Context: an optimization exercise on an open-source flow, tuned for small area. The choices shown serve that exercise and are no tape-out recipe.
The RTL was checked by simulation tests, not by an equivalence proof against the original design.
Power and IR drop assume default switching activity.

==> flow/design.v <==
module mul_obj_check (
    input  wire         sys_clk,
    input  wire         sys_rst_n,
    input  wire         pre_hs,
    input  wire         pre_vs,
    input  wire         pre_wr_en,
    input  wire         pre_1bit,
    output wire         mul_hs,
    output wire         mul_vs,
    output wire         mul_wr_en,
    output wire [9:0]   mul_x,      
    output wire [9:0]   mul_y,
    output wire [639:0] box,        
    output reg  [3:0]   box_cnt,
    output reg          box_full
);
    reg [2:0] vs_reg, hs_reg, wr_en_reg;
    reg       vs_fall, vs_rise;
    reg       pre_1bit_r;
    reg [9:0] cnt_x, cnt_y;
    reg [15:0] tar_flag;
    reg [3:0]  tar_cnt;
    reg        full;
    wire vs_r    = vs_reg[0];
    wire wr_en_r = wr_en_reg[0];
    always @(posedge sys_clk or negedge sys_rst_n) begin
        if (!sys_rst_n) begin
            vs_reg <= 3'd0;
            hs_reg <= 3'd0;
            wr_en_reg <= 3'd0;
        end else begin
            vs_reg <= {vs_reg[1:0], pre_vs};
            hs_reg <= {hs_reg[1:0], pre_hs};
            wr_en_reg <= {wr_en_reg[1:0], pre_wr_en};
        end
    end
    always @(posedge sys_clk) pre_1bit_r <= pre_1bit;
    assign mul_hs = hs_reg[2];
    assign mul_vs = vs_reg[2];
    assign mul_wr_en = wr_en_reg[2];
    always @(posedge sys_clk or negedge sys_rst_n) begin
        if (!sys_rst_n) begin
            vs_fall <= 1'b0;
            vs_rise <= 1'b0;
        end else if (!pre_vs && vs_r) begin
            vs_fall <= 1'b1;
        end else if (!vs_r && pre_vs) begin
            vs_rise <= 1'b1;
        end else begin
            vs_fall <= 1'b0;
            vs_rise <= 1'b0;
        end
    end
    always @(posedge sys_clk or negedge sys_rst_n) begin
        if (!sys_rst_n) begin
            cnt_x <= 10'd0;
            cnt_y <= 10'd0;
        end else if (pre_wr_en) begin
            if (cnt_x != 10'd799) begin
                cnt_x <= cnt_x + 10'd1;
            end else begin
                cnt_x <= 10'd0;
                cnt_y <= (cnt_y != 10'd599) ? cnt_y + 10'd1 : 10'd0;
            end
        end
    end
    wire [1:0]  lag = wr_en_reg[0] + wr_en_reg[1] + wr_en_reg[2];
    wire [10:0] bx = {1'b0, cnt_x} - {9'd0, lag};
    assign mul_x = bx[10] ? bx[9:0] + 10'd800 : bx[9:0];
    assign mul_y = !bx[10] ? cnt_y : (cnt_y == 10'd0) ? 10'd599 : cnt_y - 10'd1;
    wire field_valid = (cnt_x > 10'd20) && (cnt_x < 10'd780) && (cnt_y > 10'd15) && (cnt_y < 10'd585);
    wire s1 = pre_wr_en && !pre_1bit && field_valid;
    wire s2 = wr_en_r && !pre_1bit_r && field_valid;
    wire tf_all = &tar_flag;
    wire tf_any = |tar_flag;
    wire proc = s2 && tf_any;               
    wire new_slot = !vs_fall && s2 && tf_all;
    wire widen = !vs_fall && s2 && tf_any && !tf_all;
    wire [9:0] x2 = cnt_x - 10'd1;
    wire [9:0] xp = cnt_x + 10'd100;
    wire [9:0] xm = (cnt_x >= 10'd100) ? cnt_x - 10'd100 : 10'd0;
    wire [9:0] yp = cnt_y + 10'd100;
    wire [9:0] ym = (cnt_y >= 10'd100) ? cnt_y - 10'd100 : 10'd0;
    wire [9:0] op_l = proc ? x2 : xp;
    wire [9:0] op_r = proc ? x2 : xm;
    wire [9:0] op_u = proc ? cnt_y : yp;
    wire [9:0] op_d = proc ? cnt_y : ym;
    function automatic lt10(input [9:0] a, input [9:0] b);
        integer n;
        reg c;
        begin
            c = 1'b0;
            for (n = 0; n < 10; n = n + 1)
                c = (a[n] ^ b[n]) ? b[n] : c;
            lt10 = c;
        end
    endfunction
    reg [9:0] xmin [15:0];
    reg [9:0] xmax [15:0];
    reg [9:0] ymin [15:0];
    reg [9:0] ymax [15:0];
    wire [15:0] valid, outside, lt_l, gt_r, lt_u, gt_d;
    genvar i;
    generate for (i = 0; i < 16; i = i + 1) begin : sl
        assign valid[i] = full || (tar_cnt > i);
        assign lt_l[i] = lt10(op_l, xmin[i]);
        assign gt_r[i] = lt10(xmax[i], op_r);
        assign lt_u[i] = lt10(op_u, ymin[i]);
        assign gt_d[i] = lt10(ymax[i], op_d);
        assign outside[i] = lt_l[i] | gt_r[i] | lt_u[i] | gt_d[i];
        wire here = widen && !tar_flag[i];
        wire nw = new_slot && (tar_cnt == i);
        wire e_l = nw || (here && lt_l[i]);
        wire e_r = nw || (here && !lt_l[i] && gt_r[i]);
        wire e_d = nw || (here && !lt_l[i] && !gt_r[i] && gt_d[i]);
        wire e_u = nw || (here && !lt_l[i] && !gt_r[i] && !gt_d[i] && lt_u[i]);
        always @(posedge sys_clk) begin
            if (e_l) xmin[i] <= x2;
            if (e_r) xmax[i] <= x2;
            if (e_d) ymax[i] <= cnt_y;
            if (e_u) ymin[i] <= cnt_y;
        end
        reg [39:0] out;
        always @(posedge sys_clk) begin
            if (vs_rise) out <= {ymax[i], xmax[i], ymin[i], xmin[i]};
        end
        assign box[40*i +: 40] = out;
    end endgenerate
    always @(posedge sys_clk or negedge sys_rst_n) begin
        if (!sys_rst_n) begin
            tar_flag <= 16'd0;
            tar_cnt <= 4'd0;
            full <= 1'b0;
        end else if (vs_fall) begin
            tar_flag <= 16'd0;
            tar_cnt <= 4'd0;
            full <= 1'b0;
        end else begin
            if (s1 && !proc && !tf_all)
                tar_flag <= ~valid | outside;
            else
                tar_flag <= 16'd0;
            if (new_slot) begin
                tar_cnt <= tar_cnt + 4'd1;
                if (tar_cnt == 4'd15) full <= 1'b1;
            end
        end
    end
    always @(posedge sys_clk or negedge sys_rst_n) begin
        if (!sys_rst_n) begin
            box_cnt <= 4'd0;
            box_full <= 1'b0;
        end else if (vs_rise) begin
            box_cnt <= tar_cnt;
            box_full <= full;
        end
    end
endmodule
module boundary_fusion (
    input  wire         sys_clk,
    input  wire         sys_rst_n,
    input  wire         pre_wr_en,
    input  wire [9:0]   cnt_x,      
    input  wire [9:0]   cnt_y,
    input  wire         pre_hs,
    input  wire         pre_vs,
    input  wire [639:0] box,
    input  wire [3:0]   box_cnt,
    input  wire         box_full,
    input  wire [15:0]  cam_data,
    output reg  [15:0]  fusion_rgb565,
    output reg          fusion_hs,
    output reg          fusion_vs,
    output reg          fusion_wr_en,
    output wire [7:0]   obj_num
);
    wire field_valid = (cnt_x > 10'd20) && (cnt_x < 10'd780) && (cnt_y > 10'd20) && (cnt_y < 10'd585);
    function automatic [1:0] cmp10(input [9:0] a, input [9:0] b);
        integer n;
        reg c, e;
        reg [9:0] d;
        begin
            d = a ^ b;
            c = 1'b0;
            for (n = 0; n < 10; n = n + 1)
                c = d[n] ? b[n] : c;
            cmp10 = {c, ~|d};
        end
    endfunction
    wire [15:0] hit;
    genvar i;
    generate for (i = 0; i < 16; i = i + 1) begin : sl
        wire [9:0] xl = box[40*i +: 10];
        wire [9:0] yu = box[40*i+10 +: 10];
        wire [9:0] xr = box[40*i+20 +: 10];
        wire [9:0] yd = box[40*i+30 +: 10];
        wire valid = box_full || (box_cnt > i);
        wire [1:0] cl = cmp10(cnt_x, xl);
        wire [1:0] cr = cmp10(xr, cnt_x);
        wire [1:0] cu = cmp10(cnt_y, yu);
        wire [1:0] cd = cmp10(yd, cnt_y);
        assign hit[i] = valid && !cl[1] && !cr[1] && !cu[1] && !cd[1] && (cl[0] || cr[0] || cu[0] || cd[0]);
    end endgenerate
    reg red;
    always @(posedge sys_clk or negedge sys_rst_n) begin
        if (!sys_rst_n) begin
            red <= 1'b0;
            fusion_rgb565 <= 16'd0;
            fusion_hs <= 1'b0;
            fusion_vs <= 1'b0;
            fusion_wr_en <= 1'b0;
        end else begin
            red <= field_valid && (hit != 16'd0);
            fusion_rgb565 <= red ? 16'hF800 : cam_data;
            fusion_hs <= pre_hs;
            fusion_vs <= pre_vs;
            fusion_wr_en <= pre_wr_en;
        end
    end
    reg [4:0] num_r, num;
    reg [1:0] cnt_wait;
    always @(posedge sys_clk or negedge sys_rst_n) begin
        if (!sys_rst_n) begin
            num_r <= 5'd0;
            num <= 5'd0;
            cnt_wait <= 2'd0;
        end else begin
            num_r <= {box_full, box_full ? 4'd0 : box_cnt};
            if (num_r != 5'd0 || cnt_wait == 2'd2) num <= num_r;
            cnt_wait <= (cnt_wait == 2'd2) ? 2'd0 : cnt_wait + 2'd1;
        end
    end
    assign obj_num = {3'd0, num};
endmodule
module obj_track (
    input  wire        sys_clk,
    input  wire        sys_rst_n,
    input  wire        pre_hs,
    input  wire        pre_vs,
    input  wire        pre_wr_en,
    input  wire        pre_1bit,
    input  wire [15:0] cam_data,
    output wire [15:0] fusion_rgb565,
    output wire        fusion_hs,
    output wire        fusion_vs,
    output wire        fusion_wr_en,
    output wire [7:0]  obj_num
);
    wire         mul_hs, mul_vs, mul_wr_en;
    wire [9:0]   mul_x, mul_y;
    wire [639:0] box;
    wire [3:0]   box_cnt;
    wire         box_full;
    mul_obj_check u_mul_obj_check (
        .sys_clk   (sys_clk),
        .sys_rst_n (sys_rst_n),
        .pre_hs    (pre_hs),
        .pre_vs    (pre_vs),
        .pre_wr_en (pre_wr_en),
        .pre_1bit  (pre_1bit),
        .mul_hs    (mul_hs),
        .mul_vs    (mul_vs),
        .mul_wr_en (mul_wr_en),
        .mul_x     (mul_x),
        .mul_y     (mul_y),
        .box       (box),
        .box_cnt   (box_cnt),
        .box_full  (box_full)
    );
    boundary_fusion u_boundary_fusion (
        .sys_clk       (sys_clk),
        .sys_rst_n     (sys_rst_n),
        .pre_wr_en     (mul_wr_en),
        .cnt_x         (mul_x),
        .cnt_y         (mul_y),
        .pre_hs        (mul_hs),
        .pre_vs        (mul_vs),
        .box           (box),
        .box_cnt       (box_cnt),
        .box_full      (box_full),
        .cam_data      (cam_data),
        .fusion_rgb565 (fusion_rgb565),
        .fusion_hs     (fusion_hs),
        .fusion_vs     (fusion_vs),
        .fusion_wr_en  (fusion_wr_en),
        .obj_num       (obj_num)
    );
endmodule
Settings: LEC_CHECK=0, CAP_MARGIN=20, CORE_MARGIN=2, CORE_UTILIZATION=60, CTS_BUF_LIST=sky130_fd_sc_hd__clkbuf_16, CTS_CLUSTER_DIAMETER=75, CTS_CLUSTER_SIZE=28, PLACE_DENSITY=0.7, SLEW_MARGIN=20; clock period 8.0 ns.
standard.sh (not shown) runs the stock make flow with config.mk's settings and CLKGATE_MAP_FILE= SYNTH_SCRIPT=/design/flow/synth_recipe.tcl, a recipe that flattens the netlist after the stock synthesis.
==> flow/flow/run.sh <==
#!/bin/bash
# Layout flow: the standard flow (standard.sh), with one change in synthesis:
# the combinational logic is mapped by ABC with an area-oriented script
# (flow/area.abc) instead of ORFS's speed script. Everything else in
# synthesis (register mapping, flatten, renaming) is the standard flow's own script.
set -euo pipefail
W=$(pwd)
# ORFS synth.tcl with only the ABC script path replaced
sed 's#^\(\s*\)log_cmd abc {\*}$abc_args#\1set abc_args [lreplace $abc_args 1 1 '"$W"'/flow/area.abc]\n\1log_cmd abc {*}$abc_args#' \
    "$FLOW_HOME/scripts/synth.tcl" > "$W/synth_area.tcl"
grep -q "flow/area.abc" "$W/synth_area.tcl"
# The standard flow's synthesis script, sourcing the edited synth.tcl
sed "s#source \$::env(SCRIPTS_DIR)/synth.tcl#source $W/synth_area.tcl#" "$W/synth_recipe.tcl" > "$W/synth_flow.tcl"
grep -q "synth_area.tcl" "$W/synth_flow.tcl"
bash "$W/standard.sh" SYNTH_SCRIPT="$W/synth_flow.tcl" finish > "$W/make_finish.log" 2>&1
==> flow/flow/area.abc <==
strash
&get -n
&fraig -x
&put
dc2
strash
&get -n
&dch -f
&nf -R 1000
&put
strash
dc2
&get -n
&dch -f
&nf -R 1000
&put
strash
&get -n
&dch -f
&nf -R 2000 -E 500
&put
The baseline ran to the end with no violations.
Change:
==> flow/flow/area.abc (replaced) <==
strash
&get -n
&fraig -x
&put
dc2
strash
&get -n
&dch -f
&nf -R 1000
&put
strash
dc2
&get -n
&dch -f
&nf -R 1000
&put
CTS_CLUSTER_DIAMETER = 70   (was 75)
CTS_CLUSTER_SIZE = 24   (was 28)
Combinational power drops by 5.3%.
Fmax grows by about 6.5%.
Critical path depth is higher by 5.
Global-route usage falls by 2.2 points.
Die area came out higher by 0.58%.
Worst setup slack gets better by 470 ps.
Worst hold slack improves by 5.0 ps.
Change:
CTS_CLUSTER_DIAMETER = 75   (was 70)
CTS_CLUSTER_SIZE = 28   (was 24)
What happened: The new run completed without violations; maximum frequency grows by 0.60%; core utilization is lower by 0.58 points; worst setup slack gains 43 ps; first-iteration DRC count goes up by about 2.6%; cell count goes down by about 0.5%; routed wire length stays flat; non-clock buffer count came out higher by 1; clock skew came out higher by 5.7 ps.
Change:
CTS_CLUSTER_DIAMETER = 50   (was 75)
CTS_CLUSTER_SIZE = 18   (was 28)
After rerunning:
- The changed run produced a clean layout
- non-clock buffer count drops by 1
- fmax went down by 0.43%
- utilization grows by 2.8 points
- worst setup slack is worse by 30 ps
- first-iteration DRC count fell by 3.3%
Change:
--- a/flow/flow/area.abc
+++ b/flow/flow/area.abc
@@ -16,0 +17,5 @@
+strash
+&get -n
+&dch -f
+&nf -R 2000 -E 500
+&put
CTS_BUF_LIST = sky130_fd_sc_hd__clkbuf_8   (was sky130_fd_sc_hd__clkbuf_16)
CTS_CLUSTER_DIAMETER = 60   (was 50)
CTS_CLUSTER_SIZE = 16   (was 18)
What happened:
- flip-flop and latch count stays the same
- wire length increases by 4.8%
- cell area went down by 3.4%
- global-route usage rose by 1.7 points
- sequential power barely changes
- combinational power rises by 5.4%
- setup slack gets worse by 540 ps
- non-clock buffer count rose by 51
Change:
==> flow/flow/area.abc (replaced) <==
strash
&get -n
&fraig -x
&put
dc2
strash
&get -n
&dch -f
&nf -R 1000
&put
strash
dc2
&get -n
&dch -f
&nf -R 1000
&put
CORE_UTILIZATION = 75   (was 60)
CTS_BUF_LIST = sky130_fd_sc_hd__clkbuf_16   (was sky130_fd_sc_hd__clkbuf_8)
CTS_CLUSTER_SIZE = 28   (was 16)
PLACE_DENSITY = 0.85   (was 0.7)
Effect: Cell count drops by 3.4%; worst hold slack is better by 28 ps; clock skew stays flat.

-- separate check: timing with driven ports --
How much do the figures lean on ideal ports? The routed layouts below were timed once more, with nothing changed but the port constraints.
Step 1 sets driving cells, clkbuf_16 on the clock port and buf_2 on the other inputs (assumed; they add their load-dependent delay and slew).
Step 2, shift: input delay + t, output delay - t, t = (earliest + latest rising clock arrival at the registers) / 2. This alone moves slack from input paths to output paths.
Slacks: no drivers / after step 1 / after step 2; pairs: no drivers / after step 1.
run | t (ns) | slack for setup (ns) | hold WS [ns] | worst data-port slew with drivers (ns) | pins driven straight from the clock port
the first run | 0.750 | 0.366 / 0.366 / 0.366 | 0.357 / 0.357 / 0.357 | 0.05 | 1
the second run | 0.757 | 0.835 / 0.835 / 0.835 | 0.362 / 0.362 / 0.362 | 0.04 | 1
the third run | 0.805 | 0.878 / 0.878 / 0.878 | 0.363 / 0.363 / 0.363 | 0.04 | 1
the fourth run | 0.818 | 0.848 / 0.848 / 0.848 | 0.354 / 0.354 / 0.354 | 0.04 | 1
the fifth run | 0.883 | 0.311 / 0.311 / 0.311 | 0.341 / 0.341 / 0.341 | 0.05 | 1
the sixth run | 0.766 | 0.602 / 0.602 / 0.602 | 0.369 / 0.369 / 0.369 | 0.04 | 1
After both steps every run listed still meets setup and hold.
